Source: an optimization exercise on an open RTL-to-GDS flow (aim: small area, a short achievable clock period and few clock cycles per item). Production flows keep margins and buffers that such runs may drop.
In this exercise RTL edits were held to simulation tests only and were not proved equivalent to the original.
Power is estimated from default activity; no workload was simulated.

## flow/design.v (module list and top-level ports; edited modules follow where they fit)
// module mult32x32_arith: 2437 lines
// module mult32x32_xn: 6 lines
// module mult32x32_bsel: 6 lines
// module mult32x32_twon: 6 lines
// module mult32x32_fa: 7 lines
// module mult32x32_ha: 7 lines
// module mult32x32_fsm: 8 lines
// module mult32x32: 20 lines
module mult32x32 (
    input logic clk,             
    input logic reset,           
    input logic start,           
    input logic [31:0] a,        
    input logic [31:0] b,        
    output logic busy,           
    output logic [63:0] product  
);
  // ...
==> flow/flow/run.sh <==
#!/bin/bash
# Standard ORFS layout, with a plain buffer on each port and a tighter
# setup target for repair_timing.
set -euo pipefail
export BUFFER_PORTS_ARGS="-buffer_cell sky130_fd_sc_hd__buf_2"
export SETUP_SLACK_MARGIN=5.5
bash standard.sh > standard.log 2>&1
==> flow/standard.sh <==
#!/bin/bash
# synth_recipe.tcl (not shown) runs the flow's synth.tcl, then flattens the netlist and writes it again
# the make line also repeats each setting of config.mk as NAME=value (left out here)
make -C /OpenROAD-flow-scripts/flow DESIGN_CONFIG=/design/flow/config.mk WORK_HOME=/design/flow/orfs CLKGATE_MAP_FILE= SYNTH_SCRIPT=/design/flow/synth_recipe.tcl "${@:-finish}"
==> flow/config.mk <==
export PLATFORM = sky130hd
export DESIGN_NAME = mult32x32
export DESIGN_NICKNAME = mult32x32
export VERILOG_FILES = /design/flow/design.v
export SDC_FILE = /design/flow/constraint.sdc
export NUM_CORES = 4
export LEC_CHECK = 0
export CAP_MARGIN = 20
export CORE_MARGIN = 2
export CORE_UTILIZATION = 40
export SLEW_MARGIN = 20
export SYNTH_HIERARCHICAL = 1
export SYNTH_MINIMUM_KEEP_SIZE = 0
==> flow/constraint.sdc <==
create_clock -name core_clock -period 12.0 [get_ports {clk}]
set_input_delay 2.4000 -clock core_clock [delete_from_list [all_inputs] [get_ports {clk}]]
set_output_delay 2.4000 -clock core_clock [all_outputs]
set_load 0.01 [all_outputs]
==> impl_metrics.json, run 1 <==
{
  "p_comb_share_pct": 81.9,
  "nNonClkInverters": 79,
  "top_usage_layer": "met2",
  "cts_sinks": 128,
  "nFlopsAndLatches": 128,
  "antenna_found_initial": 6,
  "slew_headroom_pct": 29.3,
  "synth_compound_area_share_pct": 18.1,
  "yosysSeqAreaShare_pct": 14.4,
  "synthAdderAreaFrac_pct": 40.5,
  "synth-xor-area-share_pct": 19.1,
  "grt_pass1_wl_um": 148000,
  "crit_buf_inv": 3,
  "dr.max_layer_used": "met5",
  "synthTopCellsByCount": "xnor2_1, o22ai_1, fa_1",
  "irDropWorstVdd_mv": 0.215,
  "clockBufferDepth": 2,
  "powerDensity_nw_per_um2": 323,
  "nNetsFinal": 3319,
  "nMultiInputCombCells": 2251,
  "largest_class": "multi-input gates",
  "p_leak_uw": 0.0111,
  "p_int_uw": 4840,
  "cap_violations": 0,
  "critPathCapture": "arith.carry_q[33]$_DFFE_PP_",
  "port_buffers": 130,
  "vias_per_cell": 6.36,
  "dieWidth_um": 263,
  "track_usage_pct": 28.4,
  "synth_top_family_by_area": "adder cells",
  "outcome": "finished clean",
  "hold_viol": 0,
  "post_dp_cell_area_um2": 29100,
  "grt_max_degree": 72,
  "setup_viol": 0,
  "cts_buffers": 17,
  "layout.clock_buffers": 17,
  "hpwl_um": 73900,
  "sequentialPower_uw": 1270,
  "crit_path_end_kind": "register",
  "p_seq_share_pct": 13.0
}
Testbench counts, summed over its fixed seeds: cycles 3,200, items 3,200.
==> run 2, diff against run 1 <==
--- a/flow/config.mk
+++ b/flow/config.mk
@@ -12,2 +12,3 @@
 export SYNTH_HIERARCHICAL = 1
 export SYNTH_MINIMUM_KEEP_SIZE = 0
+export TNS_END_PERCENT = 30
==> run 2 against run 1 <==
Compared with the run above:
- cell count hardly changed
- clock skew stayed put
- clock power hardly changed
==> impl_metrics.json, run 2 <==
{
  "outcome": "finished clean",
  "first_global_vias": 23100,
  "multi_input_area_um2": 23000,
  "crit_path_end_kind": "register",
  "r2r_cells": 1,
  "r2r_start": "arith.valid$_DFFE_PP0P_",
  "timing.hold.ws_ps": 1200,
  "finalClockSkew_ps": 0,
  "die_area_um2": 68900,
  "clockBufferDepth": 2,
  "port_buffers": 130,
  "cts_sinks": 128,
  "critPathKind": "primary input to register",
  "ys_top_cells_by_area": "fa_1, xnor2_1, edfxtp_1",
  "synth_top_area_share_pct": 35.1,
  "post-route-period-util_pct": 53.7,
  "r2r-end": "arith.valid$_DFFE_PP0P_",
  "vias": 22500,
  "seq_area_um2": 3840,
  "row_count": 94,
  "nNetsFinal": 3317,
  "mostFrequentLayoutCells": "xnor2_1, o22ai_1, fa_1, buf_2, edfxtp_1",
  "fill_cells": 6147,
  "totalWireLength_um": 98600,
  "worstPathRequired_ps": 12170,
  "wl_per_cell_um": 27.8,
  "grt_pass1_wl_um": 148000,
  "ys_ff_latch": 128,
  "tightest_slew_ps": 1060,
  "yosysTopAreaCell": "fa_1",
  "overflow": 0,
  "synthTopCellsByCount": "xnor2_1, o22ai_1, fa_1",
  "min_period_ps": 6440,
  "placed_cells": 3492,
  "regMostFlops": "arith.sum_q",
  "hpwl_um": 73900,
  "setup_viol": 0,
  "die_y_um": 263,
  "antenna_found_initial": 6,
  "drive_gt1_share_pct": 11.3,
  "rrSetupSlack_ps": 10720,
  "syn_avg_cell_area_um2": 10.8,
  "slew_viol_final": 0,
  "hold_depth": 1,
  "cts_buffers": 17,
  "setup_ws_ps": 5560,
  "cap_violations": 0,
  "synth_cells": 2483,
  "clockRootBuffer": "clkbuf_16",
  "async_flop_share_pct": 0.781,
  "critPathLaunchType": "primary input",
  "p_leak_uw": 0.0111,
  "yosys_most_used_dff": "edfxtp_1",
  "rsz0062_at_grt": "true",
  "synth_most_common_cell": "xnor2_1",
  "synth_cell_types": 67,
  "clk_pin_slew_ps": 70,
  "power_uw": 9740,
  "core_area_um2": 66000,
  "clk_latency_ps": 450,
  "track_usage_pct": 28.4,
  "fin_setup_tns_ps": 0,
  "remaining_drc_errors": 0,
  "irDropWorstVdd_mv": 0.209,
  "fmax_ghz": 0.155,
  "areaGrowthSynthToFinish_pct": 12.6,
  "pre_cts_slack_ps": 4580,
  "yosysWarnings": 7,
  "place.gp.congestion": 0.938,
  "powerDensity_nw_per_um2": 323,
  "dieWidth_um": 263,
  "fin_cells": 3544,
  "vias_per_cell": 6.36,
  "slew_headroom_pct": 29.2,
  "reg_top3": "arith.sum_q (64), arith.carry_q (63), arith.valid (1)",
  "hold_viol": 0,
  "io_pins": 132,
  "hold_path.class": "register to register",
  "yosysSeqAreaShare_pct": 14.4,
  "start_util_pct": 40.5,
  "syn_area_um2": 26700,
  "critPathCapture": "arith.carry_q[48]$_DFFE_PP_",
  "final_common_cell": "xnor2_1",
  "drt_iter0_markers": 2696,
  "crit_start": "b[19]",
  "grt_max_degree": 72,
  "arrival_ps": 6620,
  "crit_fanout": 41,
  "cts_tree": "yes",
  "largest_register_ffs": 64,
  "ctsHtreeMaxLevel": 4,
  "synth-edff-count": 127,
  "ant_nets": 0,
  "drt_first_pass_iters": 7
}
[run 2: cell families after synthesis]
kind of cell	Yosys count	share of synthesized area [%]
and+or+nand+nor	316	6.14
buffers and inverters	111	1.59
AOI/OAI and AO/OA	754	18.1
DFF	128	14.4
xor gates and xnor gates	583	19.1
adders and majority gates	584	40.5
other	2	0.0281
muxes	5	0.187
[run 2: what timing repair did]
item                                    4_1_cts  5_1_grt
endpoints found under the setup margin       62       53
pin swaps                                     5        1
setup buffers                                11        3
cloned                                        5        0
hold buffers                                  0        0
resized for setup                            35       34
[run 2: area by class of cell]
class                   count  share of cell area, %
repair buffers            189                   4.34
well taps                 864                   3.59
inverters                  79                  0.984
clock buffers              17                   1.41
flip-flops and latches    128                   12.7
multi-input cells        2251                   76.5
diodes                      1                0.00831
clock inverters            15                  0.424
[run 2: worst max-delay path, cell delays in order]
cell	delay, ps
buf_2	100
buf_8	350
nor3b_4	410
a21oi_4	150
buf_12	180
o22ai_1	380
fa_1	570
fa_1	510
fa_1	470
fa_1	520
fa_1	540
[run 2: per-layer routing]
layer | up-vias | global-route usage, % | wire, um | share of wire (%)
met5 | - | 0 | 37 | 0.038
met4 | 6 | 11.3 | 4170 | 4.2
met3 | 223 | 7.74 | 11200 | 11
met2 | 1373 | 42.4 | 42500 | 43
met1 | 11400 | 39.1 | 40600 | 41
li1 | 9543 | - | - | -
[run 2: per-stage QoR]
step	instance area (um^2)	util, %
after floorplan	27100	-
after global placement	29100	44.1
after detailed placement	29100	44.1
after CTS	30000	45.4
after global routing	30100	45.6
final	30100	45.7
[run 2: how the worst min path moves through the flow]
stage / endpoint / startpoint / slack, ps
floorplan: arith.valid$_DFFE_PP0P_ / arith.valid$_DFFE_PP0P_ / 830
global placement: arith.valid$_DFFE_PP0P_ / arith.valid$_DFFE_PP0P_ / 1220
detailed placement: arith.valid$_DFFE_PP0P_ / arith.valid$_DFFE_PP0P_ / 1240
CTS: arith.valid$_DFFE_PP0P_ / arith.valid$_DFFE_PP0P_ / 1260
global route: arith.valid$_DFFE_PP0P_ / arith.valid$_DFFE_PP0P_ / 1320
finish: arith.valid$_DFFE_PP0P_ / arith.valid$_DFFE_PP0P_ / 1200
[run 2: power by group]
| group | internal, uW | switching, uW |
|---|---|---|
| Clock | 269 | 225 |
| Sequential | 1160 | 113 |
| Combinational | 3400 | 4570 |
| Total | 4830 | 4910 |
[run 2: per-module statistics from Yosys, one instance, submodules excluded, excerpt]
module,times used,cell area (um^2),cells,flip-flops and latches
mult32x32_arith,1,8600,866,128
mult32x32_bsel,528,6.26,1,0
mult32x32_xn,528,8.76,1,0
mult32x32_ha,41,12.5,1,0
mult32x32_twon,16,18.8,3,0
mult32x32_fsm,1,18.8,3,0
mult32x32_fa,469,20.0,1,0
==> run 3, diff against run 2 <==
--- a/flow/config.mk
+++ b/flow/config.mk
@@ -9,6 +9,6 @@
 export CORE_MARGIN = 2
 export CORE_UTILIZATION = 40
+export GPL_ROUTABILITY_DRIVEN = 0
 export SLEW_MARGIN = 20
 export SYNTH_HIERARCHICAL = 1
 export SYNTH_MINIMUM_KEEP_SIZE = 0
-export TNS_END_PERCENT = 30
==> run 3 against run 2 <==
Compared with the run above:
- core utilization grew 0.13 points
- largest power group unchanged
- worst setup slack better by 20 ps
- clock skew unchanged
- sequential power about the same
- power is 0.25% lower
- first-iteration DRC count is 10% lower
- critical path depth stayed put
- combinational power shrank 0.9%
==> impl_metrics.json, run 3 <==
{
  "outcome": "finished clean",
  "wl_per_cell_um": 27.6,
  "cap_violations": 0,
  "synth_most_common_cell": "xnor2_1",
  "holdBufCountCts": 0,
  "largest_register_ffs": 64,
  "fmax_ghz": 0.156,
  "nNetsFinal": 3322,
  "port_buffers": 130,
  "vias": 22600,
  "synth-edff-count": 127,
  "synthMuxAreaShare_pct": 0.187,
  "p_leak_uw": 0.0111,
  "worstPathRequired_ps": 12160,
  "synthAdderAreaFrac_pct": 40.5,
  "powerDensity_nw_per_um2": 322,
  "track_usage_pct": 28.3,
  "post_dp_cell_area_um2": 29100,
  "first_global_vias": 23500,
  "syn_avg_cell_area_um2": 10.8,
  "synth-simple-area-share_pct": 6.14,
  "die_area_um2": 68900,
  "overflow": 0,
  "slew_viol_final": 0,
  "synth-xor-area-share_pct": 19.1,
  "hold_path.class": "register to register",
  "rsz0062_at_grt": "true",
  "grt_pass1_wl_um": 148000,
  "clockRootBuffer": "clkbuf_16",
  "slowest_stage": "fa_1",
  "syn_area_um2": 26700,
  "grt_max_degree": 72,
  "critPathLaunchType": "primary input",
  "drive_gt1_share_pct": 11.5,
  "setup_viol": 0,
  "io_pins": 132,
  "cts_tree": "yes",
  "start_util_pct": 40.5,
  "fill_cells": 6110,
  "insertedDiodeCount": 0,
  "clk_latency_ps": 450,
  "synth_compound_area_share_pct": 18.1,
  "dieWidth_um": 263,
  "worst_path_most_repeated_cell": "fa_1",
  "synth_cell_types": 67,
  "synth_top_area_share_pct": 35.1,
  "ys_top_cells_by_area": "fa_1, xnor2_1, edfxtp_1",
  "remaining_drc_errors": 0,
  "slew_headroom_pct": 23.3,
  "hold_viol": 0,
  "post-route-cell-area_um2": 30200,
  "die_y_um": 263,
  "irDropWorstVdd_mv": 0.159,
  "critical-path-top-delay-family": "adder cells",
  "areaGrowthSynthToFinish_pct": 12.9,
  "antenna_found_initial": 1,
  "tightest_slew_ps": 1140,
  "drt_iter0_markers": 2417,
  "hpwl_um": 73000,
  "cts_sinks": 128,
  "yosysWarnings": 7,
  "ys_ff_latch": 128,
  "clk_pin_slew_ps": 60,
  "ctsHtreeMaxLevel": 4,
  "critPathKind": "primary input to register",
  "path_cells": "buf_2, clkbuf_8, nor3b_4, buf_4, a21oi_4, o22ai_1, fa_1, fa_1, fa_1, fa_1, fa_1",
  "hp-start": "arith.valid$_DFFE_PP0P_",
  "finalClockSkew_ps": 0,
  "post-route-period-util_pct": 53.5,
  "synth_top_family_by_area": "adder cells",
  "reg_top3": "arith.sum_q (64), arith.carry_q (63), arith.valid (1)",
  "r2r_start": "arith.valid$_DFFE_PP0P_",
  "arrival_ps": 6590,
  "clockBufferDepth": 2,
  "fin_setup_tns_ps": 0,
  "ant_nets": 0,
  "min_period_ps": 6420,
  "mostFrequentLayoutCells": "xnor2_1, o22ai_1, fa_1, edfxtp_1, buf_2",
  "synth_cells": 2483,
  "yosys_most_used_dff": "edfxtp_1",
  "slowest_delay_ps": 580,
  "core_area_um2": 66000,
  "async_flop_share_pct": 0.781,
  "row_count": 94,
  "cts_buffers": 17,
  "regMostFlops": "arith.sum_q",
  "totalWireLength_um": 98100,
  "crit_fanout": 40,
  "yosysTopAreaCell": "fa_1",
  "vias_per_cell": 6.38,
  "crit_start": "b[21]",
  "final_common_cell": "xnor2_1",
  "drt_first_pass_iters": 7,
  "crit_path_end_kind": "register",
  "synthTopCellsByCount": "xnor2_1, o22ai_1, fa_1",
  "rrSetupSlack_ps": 10730,
  "yosysSeqAreaShare_pct": 14.4,
  "crit_buf_inv": 3
}
## run 3: cell counts after synthesis
Identical to the previous run, type by type.
## run 3: cell families (layout without fill, tap and decap cells)
group | Yosys count | after routing
xor gates and xnor gates | 583 | 584
buffers and inverters | 111 | 304
and+or+nand+nor | 316 | 316
DFF | 128 | 128
AOI/OAI and AO/OA | 754 | 759
muxes | 5 | 5
adders and majority gates | 584 | 584
other | 2 | 4
## run 3: what timing repair did
action / 4_1_cts / 5_1_grt
buffers inserted: 9 / 10
pin swaps: 6 / 5
cloned: 5 / 1
setup endpoints to repair: 68 / 41
resized for setup: 42 / 33
## run 3: modules after synthesis, one instance, submodules excluded, a selection
module | cells | times used
mult32x32_ha | 1 | 41
mult32x32_fsm | 3 | 1
mult32x32_bsel | 1 | 528
mult32x32_fa | 1 | 469
mult32x32_arith | 866 | 1
mult32x32_xn | 1 | 528
## run 3: per-stage QoR
| stage | setup slack [ps] | power (uW) | util [%] | std cells | hold slack, ps |
|---|---|---|---|---|---|
| floorplan | 5500 | 6210 | - | 2485 | 829 |
| global placement | 4420 | 8780 | 44.0 | 3491 | 1200 |
| detailed placement | 4370 | 9040 | 44.0 | 3491 | 1230 |
| CTS | 5500 | 9610 | 45.4 | 3537 | 1240 |
| global route | 5480 | 10600 | 45.8 | 3548 | 1310 |
| finish | 5580 | 9720 | 45.8 | 3548 | 1200 |
## run 3: power by group
| group | internal [uW] | switching (uW) | total [uW] |
|---|---|---|---|
| Combinational | 3390 | 4510 | 7900 |
| Sequential | 1160 | 119 | 1280 |
| Clock | 324 | 213 | 537 |
## run 3: routing by layer
| metal | wire length [um] | share of wire (%) | vias to the layer above | track usage, % |
|---|---|---|---|---|
| li1 | - | - | 9554 | - |
| met1 | 38700 | 39 | 11400 | 37.7 |
| met2 | 42300 | 43 | 1472 | 42.7 |
| met3 | 12300 | 12 | 249 | 8.56 |
| met4 | 4900 | 5.0 | 0 | 12.6 |
| met5 | 0 | 0 | - | 0 |
## run 3: final timing paths
| kind | endpoint | depth (start not counted) |
|---|---|---|
| setup / recovery | arith.carry_q[42]$_DFFE_PP_ | 11 |
| setup reg to reg | arith.valid$_DFFE_PP0P_ | 1 |
| max in group asynchronous | arith.valid$_DFFE_PP0P_ | 2 |
| min in group asynchronous | arith.valid$_DFFE_PP0P_ | 2 |
| hold / removal | arith.valid$_DFFE_PP0P_ | 1 |
| hold reg to reg | arith.valid$_DFFE_PP0P_ | 1 |
## run 3: cell type report
| class | instances | area, um^2 | area share [%] |
|---|---|---|---|
| Sequential cell | 128 | 3840 | 12.7 |
| Clock buffer | 17 | 425 | 1.41 |
| Multi-Input combinational cell | 2252 | 23100 | 76.4 |
| Timing Repair Buffer | 193 | 1310 | 4.34 |
| Tap cell | 864 | 1080 | 3.58 |
| Inverter | 79 | 297 | 0.982 |
| Clock inverter | 15 | 170 | 0.563 |
==> run 4, diff against run 3 <==
==> flow/flow/run.sh (replaced) <==
#!/bin/bash
# Standard ORFS layout, with a plain buffer on each port and a tighter
# setup target for repair_timing.
set -euo pipefail
export BUFFER_PORTS_ARGS="-buffer_cell sky130_fd_sc_hd__buf_4"
export SETUP_SLACK_MARGIN=5.5
bash standard.sh > standard.log 2>&1
--- a/flow/config.mk
+++ b/flow/config.mk
@@ -9,5 +9,4 @@
 export CORE_MARGIN = 2
 export CORE_UTILIZATION = 40
-export GPL_ROUTABILITY_DRIVEN = 0
 export SLEW_MARGIN = 20
 export SYNTH_HIERARCHICAL = 1
==> run 4 against run 3 <==
Compared with the run above:
- still clean on timing, DRC and antenna
- count of clock-buffer cells in the layout up 1
- first-iteration DRC count increased by 3.8%
- synthesized cell count unchanged
- sequential cell count unchanged
- combinational power grew 3.9%
- cell count fell by 0.23%
- synthesized area is the same
- clock skew stayed put
- fmax is 0.63% lower
- routed wire length up 5.1%
- power rose by 3.7%
- largest cell class unchanged
==> impl_metrics.json, run 4 <==
{
  "areaGrowthSynthToFinish_pct": 13.9,
  "critPathLaunchType": "primary input",
  "drive_gt1_share_pct": 11.1,
  "nNetsFinal": 3314,
  "cts_buffers": 17,
  "fmax_ghz": 0.155,
  "slew_headroom_pct": 29.4,
  "clockRootBuffer": "clkbuf_16",
  "clk_latency_ps": 440,
  "vias": 22700,
  "hold_viol": 0,
  "rsz0062_at_grt": "true",
  "holdBufCountCts": 0,
  "synthMuxAreaShare_pct": 0.187,
  "yosys_most_used_dff": "edfxtp_1",
  "yosysWarnings": 7,
  "synth_compound_area_share_pct": 18.1,
  "ys_ff_latch": 128,
  "track_usage_pct": 29.6,
  "dieWidth_um": 263,
  "ys_top_cells_by_area": "fa_1, xnor2_1, edfxtp_1",
  "port_buffers": 130,
  "largest_register_ffs": 64,
  "arrival_ps": 6650,
  "cap_violations": 0,
  "crit_path_end_kind": "register",
  "grt_pass1_wl_um": 153000,
  "placed_cells": 3471,
  "start_util_pct": 40.5,
  "clk_pin_slew_ps": 60,
  "vias_per_cell": 6.40,
  "drt_iter0_markers": 2508,
  "remaining_drc_errors": 0,
  "row_count": 94,
  "overflow": 0,
  "mostFrequentLayoutCells": "xnor2_1, o22ai_1, fa_1, buf_4, edfxtp_1",
  "p_leak_uw": 0.0112,
  "antenna_found_initial": 6,
  "hpwl_um": 77800,
  "yosysTopAreaCell": "fa_1",
  "die_area_um2": 68900,
  "die_y_um": 263,
  "place.gp.congestion": 0.950,
  "grt_max_degree": 72,
  "synth-xor-area-share_pct": 19.1,
  "synthAdderAreaFrac_pct": 40.5,
  "finalClockSkew_ps": 0,
  "fin_setup_tns_ps": 0,
  "wl_per_cell_um": 29.1,
  "insertedDiodeCount": 0,
  "outcome": "finished clean",
  "min_period_ps": 6460,
  "synth_cells": 2483,
  "first_global_vias": 23300,
  "slew_viol_final": 0,
  "syn_area_um2": 26700,
  "regMostFlops": "arith.sum_q",
  "powerDensity_nw_per_um2": 331,
  "synth-simple-area-share_pct": 6.14,
  "worstPathRequired_ps": 12190,
  "hold_path.class": "register to register",
  "synth_cell_types": 67,
  "core_area_um2": 66000,
  "fin_cells": 3540,
  "synth_top_area_share_pct": 35.1,
  "reg_top3": "arith.sum_q (64), arith.carry_q (63), arith.valid (1)",
  "yosysSeqAreaShare_pct": 14.4,
  "drt_first_pass_iters": 7,
  "cts_tree": "yes",
  "cts_sinks": 128,
  "crit_fanout": 41,
  "irDropWorstVdd_mv": 0.222,
  "final_common_cell": "xnor2_1",
  "clockBufferDepth": 2,
  "ant_nets": 0,
  "tightest_slew_ps": 1050,
  "io_pins": 132,
  "synth_most_common_cell": "xnor2_1",
  "synthTopCellsByCount": "xnor2_1, o22ai_1, fa_1",
  "post-route-period-util_pct": 53.9,
  "async_flop_share_pct": 0.781,
  "syn_avg_cell_area_um2": 10.8,
  "synth_top_family_by_area": "adder cells",
  "synth-edff-count": 127,
  "ctsHtreeMaxLevel": 4,
  "totalWireLength_um": 103000,
  "setup_viol": 0,
  "critPathKind": "primary input to register"
}
[run 4: worst paths after layout]
check                                        start                           to  slack (ps)  depth (start not counted)
setup / recovery                             b[13]  arith.carry_q[29]$_DFFE_PP_        5540                         11
hold / removal             arith.valid$_DFFE_PP0P_      arith.valid$_DFFE_PP0P_        1260                          1
setup reg to reg           arith.valid$_DFFE_PP0P_      arith.valid$_DFFE_PP0P_       10660                          1
hold reg to reg            arith.valid$_DFFE_PP0P_      arith.valid$_DFFE_PP0P_        1260                          1
max in group asynchronous                    reset      arith.valid$_DFFE_PP0P_       10110                          2
min in group asynchronous                    reset      arith.valid$_DFFE_PP0P_        1790                          2
[run 4: metal layers]
layer	GRT usage, %	routed length, um	up-vias
met2	43.8	43300	1495
met3	8.90	12500	288
li1	-	-	9548
met1	39.8	41500	11300
met5	0	27	-
met4	14.2	5740	4
[run 4: worst max-delay path, cell delays in order]
cell	delay [ps]
clkbuf_8	380
nor3b_4	470
a21oi_4	150
buf_4	200
o22ai_1	290
ha_1	330
fa_1	520
fa_1	440
fa_1	430
fa_1	540
fa_1	410
[run 4: power by group]
part           internal (uW)  total, uW  switching, uW
clock network            331        558            228
logic                   3620       8210           4600
registers               1160       1300            140
total                   5110      10100           4970
[run 4: logic make-up after synthesis]
family / count (synthesis)
AOI/OAI and AO/OA: 754
DFF: 128
adders and majority gates: 584
and+or+nand+nor: 316
muxes: 5
other: 2
buffers and inverters: 111
xor gates and xnor gates: 583
[run 4: timing repair]
item,4_1_cts,5_1_grt
buffers inserted,13,11
gates resized for setup,25,30
cloned,8,5
pin swaps,6,10
setup endpoints to repair,56,52
[run 4: through the flow]
stage	power (uW)	util [%]	instance area, um^2	hold WS, ps	setup slack, ps
floorplan	6210	-	27100	829	5500
global route	11000	46.2	30500	1350	5450
CTS	10000	45.7	30200	1270	5500
global placement	9160	44.3	29200	1220	4670
finish	10100	46.2	30500	1260	5540
detailed placement	9400	44.3	29200	1270	4620
[run 4: Yosys stat by module, one instance, submodules excluded, excerpt]
| module | flip-flops and latches | area, um^2 | cells |
|---|---|---|---|
| mult32x32_xn | 0 | 8.76 | 1 |
| mult32x32_ha | 0 | 12.5 | 1 |
| mult32x32_twon | 0 | 18.8 | 3 |
| mult32x32_arith | 128 | 8600 | 866 |
| mult32x32_bsel | 0 | 6.26 | 1 |
| mult32x32_fa | 0 | 20.0 | 1 |
| mult32x32_fsm | 0 | 18.8 | 3 |
[run 4: cell type report]
class | count | area, um^2
multi-input cells | 2259 | 23200
clock buffers | 18 | 429
inverters | 79 | 297
well taps | 864 | 1080
fillers | 6100 | 35500
repair buffers | 178 | 1470
clock inverters | 14 | 178
flip-flops and latches | 128 | 3840
==> run 5, diff against run 4 <==
==> flow/flow/run.sh (replaced) <==
#!/bin/bash
# Standard ORFS layout, with a plain buffer on each port and a tighter
# setup target for repair_timing.
set -euo pipefail
export BUFFER_PORTS_ARGS="-buffer_cell sky130_fd_sc_hd__buf_1"
export SETUP_SLACK_MARGIN=5.5
bash standard.sh > standard.log 2>&1
==> run 5 against run 4 <==
Compared with the run above:
- still clean on timing, DRC and antenna
- fmax shrank 0.14%
- sequential cell count unchanged
- critical path depth did not move
- register-to-register slack improved by 20 ps
- worst setup slack got worse by 8.9 ps
- final area increased by 0.72%
- die area unchanged
- global-route usage shrank 0.15 points
- core utilization increased by 0.33 points
- via count is 0.40% higher
- count of clock-buffer cells in the layout fell by 1
- largest power group unchanged
==> impl_metrics.json, run 5 <==
{
  "p_seq_share_pct": 13.1,
  "yosysSeqAreaShare_pct": 14.4,
  "cts_tree": "yes",
  "tightest_slew_ps": 986,
  "drt_iter0_markers": 2439,
  "ys_ff_latch": 128,
  "yosysTopAreaCell": "fa_1",
  "post-route-cell-area_um2": 30700,
  "port_buffers": 130,
  "worstPathRequired_ps": 12170,
  "crit_path_end_kind": "register",
  "synthAdderAreaFrac_pct": 40.5,
  "synth_compound_area_share_pct": 18.1,
  "grt_max_degree": 73,
  "vias": 22800,
  "p_comb_share_pct": 81.4,
  "synth-xor-area-share_pct": 19.1,
  "final_common_cell": "xnor2_1",
  "p_int_uw": 4790,
  "track_usage_pct": 29.5,
  "drive_gt1_share_pct": 9.77,
  "synth_top_area_share_pct": 35.1,
  "hpwl_um": 77200,
  "hold_path.class": "register to register",
  "critPathLaunchType": "primary input",
  "ant_nets": 0,
  "rsz0062_at_grt": "true",
  "ys_top_cells_by_area": "fa_1, xnor2_1, edfxtp_1",
  "synthMuxAreaShare_pct": 0.187,
  "synth_cells": 2483,
  "start_util_pct": 40.5,
  "pwr-share-clk_pct": 5.5,
  "outcome": "finished clean",
  "first_global_vias": 23500,
  "areaGrowthSynthToFinish_pct": 14.8,
  "fmax_ghz": 0.155,
  "yosys_most_used_dff": "edfxtp_1",
  "die_y_um": 263,
  "powerDensity_nw_per_um2": 318,
  "row_count": 94,
  "clk_latency_ps": 440,
  "antenna_found_initial": 7,
  "die_area_um2": 68900,
  "overflow": 0,
  "clockBufferDepth": 2,
  "insertedDiodeCount": 0,
  "min_period_ps": 6470,
  "post-route-period-util_pct": 53.9,
  "largest_register_ffs": 64,
  "p_leak_uw": 0.0111,
  "syn_avg_cell_area_um2": 10.8,
  "setup_viol": 0,
  "ctsHtreeMaxLevel": 4,
  "cts_sinks": 128,
  "drt_first_pass_iters": 6,
  "dieWidth_um": 263,
  "hold_viol": 0,
  "cap_violations": 0,
  "slew_viol_final": 0,
  "synth_most_common_cell": "xnor2_1",
  "synthTopCellsByCount": "xnor2_1, o22ai_1, fa_1",
  "regMostFlops": "arith.sum_q",
  "synth_cell_types": 67,
  "power_uw": 9750,
  "slew_headroom_pct": 33.9,
  "fill_cells": 6135,
  "reg_top3": "arith.sum_q (64), arith.carry_q (63), arith.valid (1)",
  "clockRootBuffer": "clkbuf_16",
  "fin_setup_tns_ps": 0,
  "power.switching_uw": 4960,
  "synth-simple-area-share_pct": 6.14,
  "post_dp_cell_area_um2": 29100,
  "arrival_ps": 6640,
  "mostFrequentLayoutCells": "xnor2_1, o22ai_1, fa_1, edfxtp_1, ha_1",
  "clk_pin_slew_ps": 60,
  "synth-edff-count": 127,
  "wl_per_cell_um": 28.6,
  "vias_per_cell": 6.33,
  "core_area_um2": 66000,
  "place.gp.congestion": 0.956,
  "io_pins": 132,
  "cts_buffers": 17,
  "crit_fanout": 41,
  "remaining_drc_errors": 0,
  "sw_frac_of_total_pct": 50.8,
  "irDropWorstVdd_mv": 0.193,
  "totalWireLength_um": 103000,
  "nNetsFinal": 3371,
  "yosysWarnings": 7,
  "grt_pass1_wl_um": 152000,
  "finalClockSkew_ps": 0,
  "critPathKind": "primary input to register",
  "synth_top_family_by_area": "adder cells",
  "syn_area_um2": 26700,
  "final_util_pct": 46.5,
  "async_flop_share_pct": 0.781
}
==> run 5: cell count changes in the layout (fill, tap and decap cells not counted), moves of 5 or more <==
cell and delta:
buf_1 +104, buf_4 -83, clkbuf_2 +19, o22ai_1 -9, o22ai_2 +9, buf_12 +6, inv_6 -6, nor3b_4 +6
buf_2 +5, nor2b_1 -5
==> run 5: metrics by stage <==
step / hold slack [ps] / setup WS [ps] / cells
after global placement: 1210 / 4560 / 3512
after floorplan: 829 / 5500 / 2485
final: 1240 / 5530 / 3597
after CTS: 1260 / 5460 / 3588
after global routing: 1340 / 5470 / 3597
after detailed placement: 1250 / 4520 / 3512
==> run 5: area by class of cell <==
cell class                 instances  area (um^2)  share of cell area, %
inverter                          79          297                  0.966
clock buffer                      17          425                   1.39
clock inverter                    15          168                  0.546
multi-input combinational       2266        23400                   76.3
sequential                       128         3840                   12.5
timing repair buffer             228         1470                   4.79
tap                              864         1080                   3.52
==> run 5: worst paths after layout <==
kind / depth (start not counted) / endpoint / from / slack (ps)
hold reg to reg: 1 / arith.valid$_DFFE_PP0P_ / arith.valid$_DFFE_PP0P_ / 1240
hold / removal: 1 / arith.valid$_DFFE_PP0P_ / arith.valid$_DFFE_PP0P_ / 1240
setup / recovery: 11 / arith.carry_q[33]$_DFFE_PP_ / b[13] / 5530
max in group asynchronous: 2 / arith.valid$_DFFE_PP0P_ / reset / 10140
setup reg to reg: 1 / arith.valid$_DFFE_PP0P_ / arith.valid$_DFFE_PP0P_ / 10680
min in group asynchronous: 2 / arith.valid$_DFFE_PP0P_ / reset / 1760
==> run 5: critical path: stages <==
cell      delay [ps]
clkbuf_2         100
buf_12           190
nor2b_2          230
a21oi_4          390
o22ai_1          210
fa_1             660
fa_1             470
fa_1             510
fa_1             430
fa_1             560
fa_1             450
==> run 5: repair_timing <==
| action | in CTS | in global routing |
|---|---|---|
| pin swaps | 18 | 5 |
| endpoints found under the hold margin | 0 | 0 |
| setup endpoints to repair | 69 | 56 |
| setup buffers | 26 | 7 |
| hold buffers | 0 | 0 |
| cloned | 18 | 2 |
| gates resized for setup | 53 | 60 |
==> run 5: modules after synthesis (local to each module, per instance), a selection <==
module / cell area, um^2 / times used
mult32x32_fa: 20.0 / 469
mult32x32_bsel: 6.26 / 528
mult32x32_arith: 8600 / 1
mult32x32_xn: 8.76 / 528
mult32x32_ha: 12.5 / 41
mult32x32_twon: 18.8 / 16
mult32x32_fsm: 18.8 / 1
==> run 5: logic make-up (layout without fill, tap and decap cells) <==
| family | Yosys count | after routing |
|---|---|---|
| AOI/OAI and AO/OA | 754 | 767 |
| muxes | 5 | 5 |
| xor gates and xnor gates | 583 | 590 |
| DFF | 128 | 128 |
| other | 2 | 4 |
| and+or+nand+nor | 316 | 316 |
| buffers and inverters | 111 | 339 |
| adders and majority gates | 584 | 584 |
==> run 5: per-layer routing <==
layer,global-route usage (%),vias up,part of all wire (%)
met5,0,-,0.053
met4,11.0,8,4.3
met3,9.72,240,12
met2,43.5,1422,42
met1,40.3,11400,41
li1,-,9670,-
==> run 5: power by group through the flow <==
stage	logic [uW]	registers (uW)	clock network (uW)
2_1_floorplan	5000	1210	0
5_1_grt	8830	1300	555
4_1_cts	7800	1280	539
3_3_place_gp	7560	1290	0
3_5_place_dp	7720	1290	0
6_report	7940	1280	532
==> run 6, diff against run 5 <==
==> flow/flow/run.sh (replaced) <==
#!/bin/bash
# Standard ORFS layout, with a plain buffer on each port and a tighter
# setup target for repair_timing.
set -euo pipefail
export BUFFER_PORTS_ARGS="-buffer_cell sky130_fd_sc_hd__buf_2"
export SETUP_SLACK_MARGIN=5.5
bash standard.sh > standard.log 2>&1
--- a/flow/config.mk
+++ b/flow/config.mk
@@ -9,4 +9,5 @@
 export CORE_MARGIN = 2
 export CORE_UTILIZATION = 40
+export CTS_BUF_LIST = sky130_fd_sc_hd__clkbuf_4 sky130_fd_sc_hd__clkbuf_8
 export SLEW_MARGIN = 20
 export SYNTH_HIERARCHICAL = 1
==> run 6 against run 5 <==
Compared with the run above:
- still clean on timing, DRC and antenna
- power shrank 1.6%
- critical path depth unchanged
- global-route usage shrank 1.1 points
- register-to-register slack improved by 30 ps
- combinational power about the same
- sequential cell count unchanged
- synthesized area stayed put
- count of clock-buffer cells in the layout unchanged
- first-iteration DRC count increased by 13%
- critical endpoint is now arith.sum_q[44]$_DFFE_PP_
- largest cell class unchanged
==> impl_metrics.json, run 6 <==
{
  "arrival_ps": 6630,
  "yosys_most_used_dff": "edfxtp_1",
  "ys_ff_latch": 128,
  "vias": 22600,
  "port_buffers": 130,
  "slew_headroom_pct": 32.9,
  "cts_buffers": 17,
  "hp-start": "arith.valid$_DFFE_PP0P_",
  "synth-edff-count": 127,
  "rsz0062_at_grt": "true",
  "mostFrequentLayoutCells": "xnor2_1, o22ai_1, fa_1, buf_2, edfxtp_1",
  "hold_path.class": "register to register",
  "largest_register_ffs": 64,
  "wl_per_cell_um": 27.8,
  "drt_iter0_markers": 2747,
  "synth_most_common_cell": "xnor2_1",
  "clk_latency_ps": 490,
  "ctsHtreeMaxLevel": 4,
  "drt_first_pass_iters": 6,
  "crit_path_end_kind": "register",
  "r2r_cells": 1,
  "place.gp.congestion": 0.938,
  "syn_avg_cell_area_um2": 10.8,
  "hold_viol": 0,
  "worstPathRequired_ps": 12190,
  "finalClockSkew_ps": 0,
  "die_area_um2": 68900,
  "dieWidth_um": 263,
  "setup_viol": 0,
  "grt_pass1_wl_um": 148000,
  "fmax_ghz": 0.155,
  "r2r-end": "arith.valid$_DFFE_PP0P_",
  "rrSetupSlack_ps": 10710,
  "ys_top_cells_by_area": "fa_1, xnor2_1, edfxtp_1",
  "syn_area_um2": 26700,
  "nNetsFinal": 3321,
  "totalWireLength_um": 98500,
  "row_count": 94,
  "crit_fanout": 40,
  "p_leak_uw": 0.0110,
  "powerDensity_nw_per_um2": 320,
  "critPathLaunchType": "primary input",
  "cts_sinks": 128,
  "yosysWarnings": 7,
  "overflow": 0,
  "tightest_slew_ps": 1000,
  "track_usage_pct": 28.4,
  "cts_tree": "yes",
  "reg_top3": "arith.sum_q (64), arith.carry_q (63), arith.valid (1)",
  "synth_top_area_share_pct": 35.1,
  "slew_viol_final": 0,
  "io_pins": 132,
  "clockBufferDepth": 2,
  "vias_per_cell": 6.36,
  "holdPathEnd": "arith.valid$_DFFE_PP0P_",
  "synth_cell_types": 67,
  "final_util_pct": 45.4,
  "start_util_pct": 40.5,
  "async_flop_share_pct": 0.781,
  "yosysTopAreaCell": "fa_1",
  "fill_cells": 6164,
  "grt_max_degree": 72,
  "synthTopCellsByCount": "xnor2_1, o22ai_1, fa_1",
  "hpwl_um": 73900,
  "fin_setup_tns_ps": 0,
  "yosysSeqAreaShare_pct": 14.4,
  "die_y_um": 263,
  "irDropWorstVdd_mv": 0.197,
  "antenna_found_initial": 5,
  "min_period_ps": 6440,
  "critPathKind": "primary input to register",
  "post-route-period-util_pct": 53.6,
  "outcome": "finished clean",
  "remaining_drc_errors": 0,
  "clk_pin_slew_ps": 90,
  "hold_depth": 1,
  "synth_cells": 2483,
  "core_area_um2": 66000,
  "ant_nets": 0,
  "clockRootBuffer": "clkbuf_8",
  "final_common_cell": "xnor2_1",
  "r2r_start": "arith.valid$_DFFE_PP0P_",
  "regMostFlops": "arith.sum_q",
  "areaGrowthSynthToFinish_pct": 12.0,
  "cap_violations": 0,
  "first_global_vias": 23100,
  "drive_gt1_share_pct": 11.4
}
[run 6: layout make-up]
type                    instances  area, um^2  share of cell area (%)
multi-input cells            2251       23100                    76.9
flip-flops and latches        128        3840                    12.8
repair buffers                193        1330                    4.43
well taps                     864        1080                    3.61
inverters                      79         297                   0.990
clock buffers                  17         234                   0.781
clock inverters                15         128                   0.426
diodes                          2        5.00                  0.0167
[run 6: metal layers]
| layer | global-route usage [%] | vias to the layer above | wire (um) |
|---|---|---|---|
| met2 | 42.8 | 1452 | 43000 |
| met4 | 10.1 | 4 | 3710 |
| met1 | 39.4 | 11300 | 40500 |
| li1 | - | 9544 | - |
| met3 | 7.26 | 207 | 11300 |
| met5 | 0 | - | 24 |
[run 6: how the worst max path moves through the flow]
stage	startpoint	slack [ps]	cells past startpoint	endpoint
finish	b[21]	5560	11	arith.sum_q[44]$_DFFE_PP_
global route	b[21]	5490	11	arith.carry_q[32]$_DFFE_PP_
CTS	b[1]	5500	10	arith.carry_q[33]$_DFFE_PP_
detailed placement	b[15]	4580	11	arith.carry_q[33]$_DFFE_PP_
global placement	b[19]	4640	11	arith.carry_q[36]$_DFFE_PP_
floorplan	b[15]	5500	8	arith.carry_q[36]$_DFFE_PP_
[run 6: critical path: stages]
cell and delay [ps]:
buf_2 110, clkbuf_8 390, nor3b_4 480, a21oi_4 140, buf_12 190, o22ai_1 220, fa_1 480, fa_1 530
fa_1 580, fa_1 450, fa_1 600
[run 6: through the flow]
step / setup slack [ps] / area (um^2) / instances / total power, uW / hold WS [ps]
2_1_floorplan: 5500 / 27100 / 2485 / 6210 / 829
3_3_place_gp: 4640 / 29100 / 3492 / 8890 / 1220
3_5_place_dp: 4580 / 29100 / 3492 / 9100 / 1240
4_1_cts: 5500 / 29700 / 3539 / 9510 / 1260
5_1_grt: 5490 / 30000 / 3548 / 10500 / 1320
6_report: 5560 / 30000 / 3549 / 9590 / 1210
[run 6: kinds of logic (layout without fill, tap and decap cells)]
family	Yosys count	in the layout	synth area share (%)
AO/OA/AOI/OAI	754	758	18.1
multiplexers	5	5	0.187
other	2	6	0.0281
buffers and inverters	111	304	1.59
AND/OR/NAND/NOR	316	316	6.14
XOR/XNOR	583	584	19.1
adder cells (fa/ha/maj)	584	584	40.5
flip-flops	128	128	14.4
[run 6: power by group]
part | internal [uW] | switching, uW
Combinational | 3410 | 4560
Clock | 148 | 207
Sequential | 1160 | 112
[run 6: what timing repair did]
item | CTS | global route
setup endpoints to repair | 59 | 50
pin swaps | 5 | 7
hold buffers | 0 | 0
gates resized for setup | 25 | 41
cloned | 4 | 1
setup buffers | 11 | 7
[run 6: Yosys stat by module (local to each module, per instance), excerpt]
| module | cells | area (um^2) |
|---|---|---|
| mult32x32_arith | 866 | 8600 |
| mult32x32_fsm | 3 | 18.8 |
| mult32x32_bsel | 1 | 6.26 |
| mult32x32_twon | 3 | 18.8 |
| mult32x32_xn | 1 | 8.76 |
| mult32x32_ha | 1 | 12.5 |
| mult32x32_fa | 1 | 20.0 |
==> run 7, diff against run 6 <==
--- a/flow/config.mk
+++ b/flow/config.mk
@@ -10,4 +10,5 @@
 export CORE_UTILIZATION = 40
 export CTS_BUF_LIST = sky130_fd_sc_hd__clkbuf_4 sky130_fd_sc_hd__clkbuf_8
+export PLACE_DENSITY = 0.8
 export SLEW_MARGIN = 20
 export SYNTH_HIERARCHICAL = 1
==> run 7 against run 6 <==
Compared with the run above:
- first-iteration DRC count increased by 23%
- routed wire length down 2.5%
- sequential share of layout area fell by 0.080 points
- core utilization is 0.29 points higher
- worst hold slack lost 14 ps
- power decreased by 2.5%
- critical path type unchanged
==> impl_metrics.json, run 7 <==
{
  "mostFrequentLayoutCells": "xnor2_1, o22ai_1, fa_1, buf_2, edfxtp_1",
  "largest_register_ffs": 64,
  "slowest_delay_ps": 590,
  "drt_iter0_markers": 3382,
  "post-route-period-util_pct": 53.9,
  "remaining_drc_errors": 0,
  "slew_viol_final": 0,
  "synth-simple-area-share_pct": 6.14,
  "hold_path.class": "register to register",
  "synthAdderAreaFrac_pct": 40.5,
  "drive_gt1_share_pct": 12.1,
  "clk_latency_ps": 510,
  "use_met3_pct": 9.47,
  "slew_headroom_pct": 37.6,
  "antenna_found_initial": 5,
  "crit_path_end_kind": "register",
  "outcome": "finished clean",
  "rrSetupSlack_ps": 10720,
  "worst_path_most_repeated_cell": "fa_1",
  "synth_cells": 2483,
  "rsz0062_at_grt": "true",
  "vias": 23100,
  "r2r-end": "arith.valid$_DFFE_PP0P_",
  "port_buffers": 130,
  "p_leak_uw": 0.0111,
  "tightest_slew_ps": 931,
  "regMostFlops": "arith.sum_q",
  "r2r_cells": 1,
  "fin_setup_tns_ps": 0,
  "track_usage_pct": 27.4,
  "post_dp_cell_area_um2": 29000,
  "syn_area_um2": 26700,
  "path_cells": "buf_2, clkbuf_8, nor3b_4, a21oi_4, buf_4, o22ai_1, ha_1, fa_1, fa_1, fa_1, fa_1, fa_1",
  "r2r_start": "arith.valid$_DFFE_PP0P_",
  "synth-edff-count": 127,
  "setup_viol": 0,
  "first_global_vias": 23200,
  "cap_violations": 0,
  "overflow": 0,
  "hpwl_um": 70500,
  "totalWireLength_um": 96000,
  "post-route-cell-area_um2": 30200,
  "worstPathRequired_ps": 12250,
  "vias_per_cell": 6.50,
  "wl_per_cell_um": 27.0,
  "grtUsageMet1_pct": 34.6,
  "crit_fanout": 40,
  "yosysWarnings": 7,
  "syn_avg_cell_area_um2": 10.8,
  "dieWidth_um": 263,
  "io_pins": 132,
  "grt_pass1_wl_um": 144000,
  "critPathKind": "primary input to register",
  "nNetsFinal": 3333,
  "async_flop_share_pct": 0.781,
  "finalClockSkew_ps": 0,
  "irDropWorstVdd_mv": 0.182,
  "synth-xor-area-share_pct": 19.1,
  "slowest_stage": "fa_1",
  "hold_viol": 0,
  "synthMuxAreaShare_pct": 0.187,
  "ys_top_cells_by_area": "fa_1, xnor2_1, edfxtp_1",
  "synth_compound_area_share_pct": 18.1,
  "synth_most_common_cell": "xnor2_1",
  "areaGrowthSynthToFinish_pct": 12.7,
  "cts_sinks": 128,
  "grt_use_met2_pct": 40.9,
  "synth_cell_types": 67,
  "min_period_ps": 6460,
  "core_area_um2": 66000,
  "synth_top_family_by_area": "adder cells",
  "drt_first_pass_iters": 8,
  "synth_top_area_share_pct": 35.1,
  "arrival_ps": 6720,
  "clockBufferDepth": 2,
  "clockRootBuffer": "clkbuf_8",
  "power_uw": 9360,
  "reg_top3": "arith.sum_q (64), arith.carry_q (63), arith.valid (1)",
  "yosysSeqAreaShare_pct": 14.4,
  "ys_ff_latch": 128,
  "clk_pin_slew_ps": 80,
  "critPathCapture": "arith.carry_q[32]$_DFFE_PP_",
  "yosysTopAreaCell": "fa_1",
  "row_count": 94,
  "start_util_pct": 40.5,
  "die_area_um2": 68900,
  "hold_depth": 1,
  "fmax_ghz": 0.155,
  "final_common_cell": "xnor2_1",
  "setup_ws_ps": 5540,
  "powerDensity_nw_per_um2": 310,
  "grt_max_degree": 72,
  "yosys_most_used_dff": "edfxtp_1",
  "cts_buffers": 17,
  "synthTopCellsByCount": "xnor2_1, o22ai_1, fa_1",
  "place.gp.congestion": 1.00,
  "ctsHtreeMaxLevel": 4,
  "ant_nets": 0,
  "critPathLaunchType": "primary input",
  "top_usage_layer": "met2",
  "crit_start": "b[17]",
  "die_y_um": 263,
  "cts_tree": "yes",
  "pre_cts_slack_ps": 4450,
  "final_util_pct": 45.7
}
## run 7: cell counts after synthesis
Identical to the previous run, type by type.
## run 7: cells by family (layout without fill, tap and decap cells)
family	count (synthesis)	count (layout)
AO/OA/AOI/OAI	754	764
adder cells (fa/ha/maj)	584	584
buffers and inverters	111	307
flip-flops	128	128
other	2	5
XOR/XNOR	583	587
AND/OR/NAND/NOR	316	316
multiplexers	5	5
## run 7: worst min path at each step
stage | start | to | slack (ps)
2_1_floorplan | arith.valid$_DFFE_PP0P_ | arith.valid$_DFFE_PP0P_ | 830
3_3_place_gp | arith.valid$_DFFE_PP0P_ | arith.valid$_DFFE_PP0P_ | 1210
3_5_place_dp | arith.valid$_DFFE_PP0P_ | arith.valid$_DFFE_PP0P_ | 1230
4_1_cts | arith.valid$_DFFE_PP0P_ | arith.valid$_DFFE_PP0P_ | 1230
5_1_grt | arith.valid$_DFFE_PP0P_ | arith.valid$_DFFE_PP0P_ | 1310
6_report | arith.valid$_DFFE_PP0P_ | arith.valid$_DFFE_PP0P_ | 1200
## run 7: critical path: cells and delay by family
kind                       cells  cell delay, ps
buffers and inverters          3             620
adders and majority gates      6            2780
AOI/OAI and AO/OA              2             460
and+or+nand+nor                1             420
## run 7: power breakdown
part | switching, uW | internal [uW] | leakage [uW]
combinational | 4360 | 3320 | 0.00962
sequential | 104 | 1160 | 0.00125
clock | 216 | 191 | 0.000205
## run 7: layout make-up
cell class / instances / area (um^2)
Antenna cell: 1 / 2.50
Timing Repair Buffer: 196 / 1330
Sequential cell: 128 / 3840
Tap cell: 864 / 1080
Multi-Input combinational cell: 2260 / 23200
Clock buffer: 17 / 234
Fill cell: 5935 / 35800
Inverter: 79 / 297
Clock inverter: 15 / 175
## run 7: per-stage QoR
step,hold slack (ps),std cells
after detailed placement,1230,3483
final,1200,3560
after global placement,1210,3483
after floorplan,829,2485
after global routing,1310,3560
after CTS,1230,3546
## run 7: metal layers
layer / vias up / wire length [um]
met5: - / 29
met4: 4 / 6870
met3: 446 / 13700
met2: 1924 / 40800
met1: 11200 / 34600
li1: 9595 / -
## run 7: Yosys stat by module, one instance, submodules excluded, excerpt
module	flops+latches	area, um^2	copies in the design	cells
mult32x32_fsm	0	18.8	1	3
mult32x32_twon	0	18.8	16	3
mult32x32_bsel	0	6.26	528	1
mult32x32_xn	0	8.76	528	1
mult32x32_fa	0	20.0	469	1
mult32x32_arith	128	8600	1	866
mult32x32_ha	0	12.5	41	1
## run 7: what timing repair did
action                                  in CTS  in global routing
resized for setup                           27                 47
cloned                                      11                  3
endpoints found under the hold margin        0                  0
buffers inserted                            20                  9
pin swaps                                   14                 10
hold buffers                                 0                  0
endpoints found under the setup margin      57                 40
==> run 8, diff against run 7 <==
--- a/flow/flow/run.sh
+++ b/flow/flow/run.sh
@@ -4,4 +4,4 @@
 set -euo pipefail
 export BUFFER_PORTS_ARGS="-buffer_cell sky130_fd_sc_hd__buf_2"
-export SETUP_SLACK_MARGIN=5.5
+export SETUP_SLACK_MARGIN=5.4
 bash standard.sh > standard.log 2>&1
--- a/flow/config.mk
+++ b/flow/config.mk
@@ -10,5 +10,4 @@
 export CORE_UTILIZATION = 40
 export CTS_BUF_LIST = sky130_fd_sc_hd__clkbuf_4 sky130_fd_sc_hd__clkbuf_8
-export PLACE_DENSITY = 0.8
 export SLEW_MARGIN = 20
 export SYNTH_HIERARCHICAL = 1
==> run 8 against run 7 <==
Compared with the run above:
- fmax down 1.3%
- count of clock-buffer cells in the layout unchanged
- sequential cell count unchanged
- sequential share of layout area up 0.19 points
- synthesized area unchanged
- cell count down 0.51%
==> impl_metrics.json, run 8 <==
{
  "async_flop_share_pct": 0.781,
  "post-route-cell-area_um2": 29700,
  "slew_headroom_pct": 36.2,
  "fin_setup_tns_ps": 0,
  "outcome": "finished clean",
  "p_leak_uw": 0.0109,
  "drt_first_pass_iters": 5,
  "p_seq_share_pct": 13.4,
  "cts_sinks": 128,
  "fin_cells": 3542,
  "synth_cells": 2483,
  "yosys_most_used_dff": "edfxtp_1",
  "vias": 22700,
  "cts_tree": "yes",
  "powerDensity_nw_per_um2": 322,
  "antenna_found_initial": 5,
  "yosysSeqAreaShare_pct": 14.4,
  "yosysWarnings": 7,
  "placed_cells": 3498,
  "syn_avg_cell_area_um2": 10.8,
  "ys_ff_latch": 128,
  "fmax_ghz": 0.153,
  "totalWireLength_um": 100000,
  "ys_top_cells_by_area": "fa_1, xnor2_1, edfxtp_1",
  "power_uw": 9560,
  "synth_cell_types": 67,
  "cap_violations": 0,
  "critPathKind": "register to output port",
  "worstPathRequired_ps": 9600,
  "pwr-share-clk_pct": 4.5,
  "clk_latency_ps": 500,
  "nNetsFinal": 3315,
  "hpwl_um": 75100,
  "clockRootBuffer": "clkbuf_8",
  "yosysTopAreaCell": "fa_1",
  "ant_nets": 0,
  "sw_frac_of_total_pct": 50.5,
  "io_pins": 132,
  "setup_viol": 0,
  "vias_per_cell": 6.41,
  "clockBufferDepth": 2,
  "crit_fanout": 4,
  "clk_pin_slew_ps": 90,
  "regMostFlops": "arith.sum_q",
  "port_buffers": 130,
  "post-route-period-util_pct": 54.6,
  "place.gp.congestion": 0.958,
  "start_util_pct": 40.5,
  "mostFrequentLayoutCells": "xnor2_1, o22ai_1, fa_1, buf_2, edfxtp_1",
  "critPathLaunchType": "register",
  "reg_top3": "arith.sum_q (64), arith.carry_q (63), arith.valid (1)",
  "tightest_slew_ps": 958,
  "irDropWorstVdd_mv": 0.171,
  "grt_pass1_wl_um": 151000,
  "areaGrowthSynthToFinish_pct": 11.1,
  "slowest_stage": "nor3_2",
  "first_global_vias": 23300,
  "slowest_delay_ps": 400,
  "row_count": 94,
  "arrival_ps": 4150,
  "dieWidth_um": 263,
  "synth-edff-count": 127,
  "synth_top_area_share_pct": 35.1,
  "grt_max_degree": 72,
  "die_y_um": 263,
  "power.switching_uw": 4830,
  "fill_cells": 6164,
  "hold_path.class": "register to register",
  "slew_viol_final": 0,
  "final_common_cell": "xnor2_1",
  "drt_iter0_markers": 2815,
  "min_period_ps": 6550,
  "crit_path_end_kind": "output port",
  "finalClockSkew_ps": 0,
  "critical-path-top-delay-family": "compound AO/OA/AOI/OAI gates",
  "syn_area_um2": 26700,
  "synthTopCellsByCount": "xnor2_1, o22ai_1, fa_1",
  "ctsHtreeMaxLevel": 4,
  "core_area_um2": 66000,
  "overflow": 0,
  "wl_per_cell_um": 28.3,
  "hold_viol": 0,
  "path_cells": "ha_1, ha_2, a2111oi_4, o31ai_2, a311oi_2, buf_4, nor4_2, nor3_2, nand2_2, a31oi_4, o21ai_2, a211oi_2, mux2i_1, buf_2",
  "crit_buf_inv": 2,
  "track_usage_pct": 29.0,
  "drive_gt1_share_pct": 10.9,
  "cts_buffers": 17,
  "p_comb_share_pct": 82.1,
  "largest_register_ffs": 64,
  "post_dp_cell_area_um2": 29000,
  "synth_most_common_cell": "xnor2_1",
  "rsz0062_at_grt": "false",
  "timing.hold.ws_ps": 1230,
  "p_int_uw": 4730,
  "die_area_um2": 68900,
  "remaining_drc_errors": 0
}
==> run 8: cell counts after synthesis <==
No cell type changed its count.
==> run 8: cells by family after synthesis <==
logic type / Yosys count / share of synthesized area, %
AOI/OAI and AO/OA: 754 / 18.1
adders and majority gates: 584 / 40.5
xor gates and xnor gates: 583 / 19.1
and+or+nand+nor: 316 / 6.14
DFF: 128 / 14.4
buffers and inverters: 111 / 1.59
muxes: 5 / 0.187
other: 2 / 0.0281
==> run 8: worst paths after layout <==
| path | from | cells after the start | slack [ps] | end |
|---|---|---|---|---|
| worst min register to register | arith.valid$_DFFE_PP0P_ | 1 | 1230 | arith.valid$_DFFE_PP0P_ |
| min in group asynchronous | reset | 2 | 1710 | arith.valid$_DFFE_PP0P_ |
| worst min-delay path | arith.valid$_DFFE_PP0P_ | 1 | 1230 | arith.valid$_DFFE_PP0P_ |
| worst max register to register | arith.valid$_DFFE_PP0P_ | 1 | 10690 | arith.valid$_DFFE_PP0P_ |
| max in group asynchronous | reset | 2 | 10200 | arith.valid$_DFFE_PP0P_ |
| worst max-delay path | arith.sum_q[0]$_DFFE_PP_ | 14 | 5450 | product[60] |
==> run 8: routing by layer <==
metal | track usage (%) | wire length (um) | vias to the layer above
li1 | - | - | 9530
met1 | 40.0 | 40400 | 11500
met2 | 43.2 | 43300 | 1445
met3 | 7.30 | 11600 | 260
met4 | 12.3 | 4840 | 6
met5 | 0 | 43 | -
==> run 8: area by class of cell <==
cell class | count | area [um^2] | area share (%)
Sequential cell | 128 | 3840 | 12.9
Clock inverter | 15 | 190 | 0.640
Inverter | 79 | 297 | 0.998
Clock buffer | 17 | 234 | 0.788
Multi-Input combinational cell | 2248 | 22900 | 76.9
Timing Repair Buffer | 190 | 1210 | 4.08
Tap cell | 864 | 1080 | 3.64
Antenna cell | 1 | 2.50 | 0.00842
==> run 8: modules after synthesis, one instance, submodules excluded, excerpt <==
module | flip-flops and latches | cells | copies in the design
mult32x32_ha | 0 | 1 | 41
mult32x32_arith | 128 | 866 | 1
mult32x32_fa | 0 | 1 | 469
mult32x32_bsel | 0 | 1 | 528
mult32x32_twon | 0 | 3 | 16
mult32x32_fsm | 0 | 3 | 1
mult32x32_xn | 0 | 1 | 528
==> run 8: stage by stage <==
stage / utilization (%) / worst slack (ps)
final: 45.0 / 5450
after global routing: 45.0 / 5380
after CTS: 44.8 / 5410
after detailed placement: 43.9 / 4430
after global placement: 43.9 / 4470
after floorplan: - / 5430
==> run 8: repair_timing <==
item	in CTS	in global routing
endpoints found under the setup margin	48	43
gates resized for setup	18	26
buffers inserted	6	3
pin swaps	5	6
cloned	2	0
hold buffers	0	0
==> run 8: power groups by stage <==
stage	Sequential, uW	Combinational (uW)	Clock (uW)
2_1_floorplan	1210	5000	0
3_3_place_gp	1280	7520	0
3_5_place_dp	1280	7750	0
4_1_cts	1270	7790	439
5_1_grt	1300	8700	453
6_report	1280	7850	434
==> run 9, diff against run 8 <==
--- a/flow/flow/run.sh
+++ b/flow/flow/run.sh
@@ -4,4 +4,4 @@
 set -euo pipefail
 export BUFFER_PORTS_ARGS="-buffer_cell sky130_fd_sc_hd__buf_2"
-export SETUP_SLACK_MARGIN=5.4
+export SETUP_SLACK_MARGIN=5.6
 bash standard.sh > standard.log 2>&1
==> run 9 against run 8 <==
Compared with the run above:
- worst setup slack gained 200 ps
- sequential share of layout area down 0.17 points
- die area unchanged
- cell count grew 0.17%
- final area grew 1.3%
- clock skew is the same
- synthesized area unchanged
- non-clock buffer count increased by 6
- worst hold slack lost 20 ps
- register-to-register slack better by 20 ps
==> impl_metrics.json, run 9 <==
{
  "outcome": "finished clean",
  "worstPathRequired_ps": 12230,
  "syn_avg_cell_area_um2": 10.8,
  "yosys_most_used_dff": "edfxtp_1",
  "clk_pin_slew_ps": 80,
  "fmax_ghz": 0.157,
  "crit_buf_inv": 3,
  "synth_cells": 2483,
  "die_y_um": 263,
  "placed_cells": 3497,
  "regMostFlops": "arith.sum_q",
  "setup_viol": 0,
  "final_common_cell": "xnor2_1",
  "ys_top_cells_by_area": "fa_1, xnor2_1, edfxtp_1",
  "powerDensity_nw_per_um2": 323,
  "clk_latency_ps": 480,
  "vias_per_cell": 6.35,
  "wl_per_cell_um": 28.1,
  "place.gp.congestion": 0.959,
  "synth-edff-count": 127,
  "post-route-period-util_pct": 52.9,
  "arrival_ps": 6580,
  "cts_buffers": 17,
  "drt_iter0_markers": 2556,
  "cts_tree": "yes",
  "p_leak_uw": 0.0110,
  "crit_fanout": 33,
  "hold_path.class": "register to register",
  "holdBufCountCts": 0,
  "tightest_slew_ps": 936,
  "largest_register_ffs": 64,
  "overflow": 0,
  "clockBufferDepth": 2,
  "timing.hold.ws_ps": 1210,
  "core_area_um2": 66000,
  "ctsHtreeMaxLevel": 4,
  "track_usage_pct": 28.6,
  "row_count": 94,
  "remaining_drc_errors": 0,
  "critPathLaunchType": "primary input",
  "rsz0062_at_grt": "true",
  "finalClockSkew_ps": 0,
  "crit_path_end_kind": "register",
  "cts_sinks": 128,
  "critical-path-top-delay-family": "adder cells",
  "first_global_vias": 23500,
  "yosysSeqAreaShare_pct": 14.4,
  "yosysTopAreaCell": "fa_1",
  "cap_violations": 0,
  "drive_gt1_share_pct": 11.9,
  "mostFrequentLayoutCells": "xnor2_1, o22ai_1, fa_1, buf_2, edfxtp_1",
  "path_cells": "buf_2, buf_12, nor3b_2, a21oi_4, buf_6, o22ai_1, fa_1, fa_1, fa_1, fa_1, fa_1, fa_1",
  "ys_ff_latch": 128,
  "slowest_delay_ps": 550,
  "fin_cells": 3548,
  "synth_top_area_share_pct": 35.1,
  "antenna_found_initial": 3,
  "slew_headroom_pct": 37.6,
  "hold_viol": 0,
  "hpwl_um": 74800,
  "totalWireLength_um": 99900,
  "areaGrowthSynthToFinish_pct": 12.6,
  "ant_nets": 0,
  "synth_cell_types": 67,
  "port_buffers": 130,
  "fin_setup_tns_ps": 0,
  "clockRootBuffer": "clkbuf_8",
  "worst_path_most_repeated_cell": "fa_1",
  "syn_area_um2": 26700,
  "nNetsFinal": 3320,
  "irDropWorstVdd_mv": 0.237,
  "vias": 22500,
  "synth_most_common_cell": "xnor2_1",
  "slowest_stage": "fa_1",
  "io_pins": 132,
  "reg_top3": "arith.sum_q (64), arith.carry_q (63), arith.valid (1)",
  "rrSetupSlack_ps": 10710,
  "synthTopCellsByCount": "xnor2_1, o22ai_1, fa_1",
  "dieWidth_um": 263,
  "slew_viol_final": 0,
  "start_util_pct": 40.5,
  "grt_pass1_wl_um": 149000,
  "min_period_ps": 6350,
  "drt_first_pass_iters": 5,
  "async_flop_share_pct": 0.781,
  "final_util_pct": 45.6,
  "yosysWarnings": 7,
  "critPathKind": "primary input to register",
  "die_area_um2": 68900,
  "grt_max_degree": 72
}
[run 9: cell type report]
class	instances	area [um^2]
Multi-Input combinational cell	2247	23100
Inverter	79	297
Tap cell	864	1080
Sequential cell	128	3840
Clock inverter	14	111
Antenna cell	2	5.00
Fill cell	6216	35900
Timing Repair Buffer	196	1460
Clock buffer	18	241
[run 9: metal layers]
metal  track usage [%]  up-vias  share of wire, %
met4              11.7        2               4.2
li1                  -     9511                 -
met3              8.22      224                11
met2              42.6     1361                44
met1              39.0    11400                41
met5                 0        -             0.016
[run 9: repair_timing]
action	CTS	global route
gates resized for setup	42	49
setup buffers	8	4
setup endpoints to repair	61	45
gates cloned	1	4
pin swaps	6	4
[run 9: final timing paths]
kind	start	end	depth (start not counted)
max	b[13]	arith.carry_q[33]$_DFFE_PP_	12
min	arith.valid$_DFFE_PP0P_	arith.valid$_DFFE_PP0P_	1
max reg2reg	arith.valid$_DFFE_PP0P_	arith.valid$_DFFE_PP0P_	1
min reg2reg	arith.valid$_DFFE_PP0P_	arith.valid$_DFFE_PP0P_	1
max in group asynchronous	reset	arith.valid$_DFFE_PP0P_	2
min in group asynchronous	reset	arith.valid$_DFFE_PP0P_	2
[run 9: logic make-up (layout without fill, tap and decap cells)]
family                     after synthesis  count (layout)  share of synthesized area [%]
and+or+nand+nor                        316             316                           6.14
buffers and inverters                  111             307                           1.59
DFF                                    128             128                           14.4
adders and majority gates              584             584                           40.5
xor gates and xnor gates               583             583                           19.1
other                                    2               6                         0.0281
muxes                                    5               5                          0.187
AOI/OAI and AO/OA                      754             755                           18.1
[run 9: through the flow]
stage          instance area (um^2)  power (uW)  setup WS (ps)
2_1_floorplan                 27200        6210           5630
3_3_place_gp                  29100        9000           4590
3_5_place_dp                  29100        9190           4550
4_1_cts                       29800        9600           5600
5_1_grt                       30100       10600           5580
6_report                      30100        9740           5650
[run 9: per-module statistics from Yosys, one instance, submodules excluded, a selection]
module	copies in the design	cells inside	flops+latches	cell area, um^2
mult32x32_xn	528	1	0	8.76
mult32x32_ha	41	1	0	12.5
mult32x32_twon	16	3	0	18.8
mult32x32_fa	469	1	0	20.0
mult32x32_bsel	528	1	0	6.26
mult32x32_arith	1	866	128	8600
mult32x32_fsm	1	3	0	18.8
[run 9: report_power, final]
group          switching (uW)  internal (uW)  leakage [uW]
Sequential                123           1160       0.00125
Clock                     204            148      0.000174
Combinational            4660           3450       0.00962

-- static timing again, ports no longer ideal --
How much do the figures lean on ideal ports? The routed layouts below were timed once more, with nothing changed but the port constraints. Step 1: set_driving_cell puts a clkbuf_16 on clk and a buf_2 on each other input, an assumption about the parent block. Step 2, shift: input delay + t, output delay - t, t = (earliest + latest rising clock arrival at the registers) / 2. This alone moves slack from input paths to output paths. a / b / c = no drivers / after step 1 / after step 2; a / b = the first two.
run	t (ns)	slack for setup (ns)	hold slack, ns	worst setup path after step 2
run 1	0.497	5.576 / 5.553 / 5.105	1.209 / 1.209 / 1.209	input to register
run 2	0.503	5.557 / 5.572 / 5.081	1.205 / 1.205 / 1.205	input to register
run 3	0.504	5.577 / 5.614 / 5.110	1.199 / 1.199 / 1.199	input to register
run 4	0.503	5.537 / 5.556 / 5.053	1.263 / 1.263 / 1.263	input to register
run 5	0.491	5.528 / 5.562 / 5.070	1.241 / 1.241 / 1.241	input to register
run 6	0.545	5.563 / 5.592 / 5.047	1.215 / 1.215 / 1.215	input to register
run 7	0.559	5.536 / 5.543 / 4.984	1.201 / 1.201 / 1.201	input to register
run 8	0.557	5.451 / 5.400 / 4.962	1.233 / 1.233 / 1.233	input to register
run 9	0.536	5.650 / 5.680 / 5.144	1.212 / 1.212 / 1.212	input to register
After both steps every run listed still meets setup and hold. The setup slack of run 7, which loses most, moves by +0.007 ns with the drivers and by -0.552 ns with both steps.
